From an optimization exercise on the open Yosys and OpenROAD flow, aimed at small area, a short achievable clock period and few clock cycles per item; shortcuts taken in it are not production practice. The RTL was checked by simulation tests, not by an equivalence proof against the original design.

== try-lagoon ==
Design jenc_backend, start of the top module:
module jenc_backend (
    input  logic               clk,
    input  logic               resetn,
    input  logic signed [10:0] q0,
    input  logic signed [10:0] q1,
    input  logic               q_valid,
    output logic               q_hold,
    input  logic [4:0]         q_cnt,
    input  logic [1:0]         q_chroma,
    input  logic               q_last_mcu,
    output logic [31:0]        out_data,
    output logic               out_tlast,
    output logic               out_valid,
    input  logic               out_hold
);
logic [25:0]    chunk;
logic [4:0]     chunk_len;
logic           chunk_last;
logic           chunk_valid;
logic           chunk_take;
entropy entropy (
    .q0             (q0),
    .q1             (q1),
    .q_valid        (q_valid),
    .q_hold         (q_hold),
    .q_cnt          (q_cnt),
    .q_chroma       (q_chroma),
    .q_last_mcu     (q_last_mcu),
    .out_chunk      (chunk),
    .out_len        (chunk_len),
    .out_last       (chunk_last),
    .out_valid      (chunk_valid),
    .out_take       (chunk_take),
    .clk            (clk),
    .resetn         (resetn)
);
byte_pack byte_pack (
    .chunk          (chunk),
    .chunk_len      (chunk_len),
    .chunk_last     (chunk_last),
    .chunk_valid    (chunk_valid),
    .chunk_take     (chunk_take),
    .out_data       (out_data),
    .out_tlast      (out_tlast),
    .out_valid      (out_valid),
    .out_hold       (out_hold),
    .clk            (clk),
    .resetn         (resetn)
);
endmodule
For scale: about 3100 cells after synthesis, roughly 260 flip-flops, about 69 I/O pins.
Settings: LEC_CHECK=0, ABC_AREA=1, CAP_MARGIN=20, CORE_MARGIN=2, CORE_UTILIZATION=55, CTS_CLUSTER_DIAMETER=100, CTS_CLUSTER_SIZE=20, PLACE_DENSITY=0.7, SETUP_SLACK_MARGIN=5, SLEW_MARGIN=20; clock period 9.5 ns.
standard.sh (not shown) runs the stock make flow with config.mk's settings and CLKGATE_MAP_FILE= SYNTH_SCRIPT=/design/flow/synth_recipe.tcl, a recipe that flattens the netlist after the stock synthesis.
==> flow/flow/run.sh <==
#!/bin/bash
set -euo pipefail
sed 's/SETUP_SLACK_MARGIN=[0-9.]*/SETUP_SLACK_MARGIN=7/' standard.sh > standard_m.sh
grep -q 'SETUP_SLACK_MARGIN=7 ' standard_m.sh
bash standard_m.sh > standard.log 2>&1
Stage in which a tool error killed try-lagoon: global routing.
Testbench counts of try-lagoon, summed over its fixed seeds: cycles 26,041, blocks 768.
> inputs changed (try-lagoon -> try-umber)
==> flow/flow/run.sh <==
#!/bin/bash
set -euo pipefail
sed 's/SETUP_SLACK_MARGIN=[0-9.]*/SETUP_SLACK_MARGIN=6/' standard.sh > standard_m.sh
grep -q 'SETUP_SLACK_MARGIN=6 ' standard_m.sh
bash standard_m.sh > standard.log 2>&1
Notes after the runs:
- try-umber: all stages complete, timing, DRC and antenna checks passed
- try-lagoon did not finish; a tool error ended it in global routing.
- Lower total placed instance area among try-lagoon and try-umber: try-umber
- Half-perimeter wire length of the detailed placement result delta (try-umber − try-lagoon): favourable
- Of try-lagoon and try-umber, try-lagoon shows the higher number of cells upsized or downsized after cts, with try-umber below it.
- Taking try-lagoon as the reference, in try-umber buffers inserted during post-CTS setup optimization down 131, area after synthesis flat.
- try-lagoon → try-umber: final weighted congestion in routability-driven placement now larger; placement-stage worst setup slack now smaller.
Relative to try-umber, the following input files were edited for try-maple:
==> flow/run.sh (new file) <==
#!/bin/bash
# synth_recipe.tcl (not shown) runs the flow's synth.tcl, then flattens the netlist and writes it again
# the make line also repeats each setting of config.mk as NAME=value (left out here)
make -C /OpenROAD-flow-scripts/flow DESIGN_CONFIG=/design/flow/config.mk WORK_HOME=/design/flow/orfs CLKGATE_MAP_FILE= SYNTH_SCRIPT=/design/flow/synth_recipe.tcl finish
removed: flow/flow/run.sh
removed: flow/standard.sh
Summary of try-maple over try-umber: first-pass GRT wire length went down; detailed-placement wirelength estimate -1900 um; number of logic stages on the critical path including buffering saw an increase.
Wire length improves in try-maple relative to try-umber.
Comparing try-maple against try-umber, there is no change at all in flip-flop and latch count.
Comparing the two runs side by side, try-maple comes out ahead of try-umber on cell area.
The combined flip-flop and latch cell area of try-maple is lower than that of try-umber.
Compared try-maple vs try-umber, and layout overhead on the synthesized area is down in try-maple.
Edits applied to the flow inputs when going from try-maple to try-onyx:
Settings: swapping 0.7 for 0.8 in PLACE_DENSITY; swapping 55 for 65 in CORE_UTILIZATION.
The run showing the smaller maximum cell stage delay along the critical path is try-maple. Re wire length: try-onyx is about 11% up on try-maple. When try-onyx is measured against try-maple, its net count of the finished layout turns out 25 higher. Looking at data required time of the worst path, try-onyx sits 150 ps below try-maple. try-maple → try-onyx: sequential cell count closely matched the old numbers. Cell count in try-onyx is about 2.2% below try-maple.

[static timing again, ports no longer ideal]
The results above use ideal ports. As a check the final layouts listed here were re-extracted and re-timed, cells and wires unchanged.
Step 1: set_driving_cell puts a clkbuf_16 on clk and a buf_2 on each other input, an assumption about the parent block.
Step 2 also shifts input and output timing later by t, the mid clock arrival at the registers, as if the neighbouring blocks saw the same clock.
Three values: ideal, step 1, step 2; two values: the first two.
run	t (ns)	setup slack, ns	clock arrival spread, ns	worst data-port slew with drivers (ns)
try-umber	0.589	4.853 / 4.853 / 4.853	0.047 / 0.047	0.05
try-maple	0.565	5.116 / 5.116 / 4.627	0.046 / 0.046	0.04
try-onyx	0.574	5.008 / 5.043 / 4.469	0.030 / 0.030	0.05
After both steps setup and hold are still met in every run listed. The setup slack of try-onyx, which loses most, moves by +0.035 ns with the drivers and by -0.539 ns with both steps.
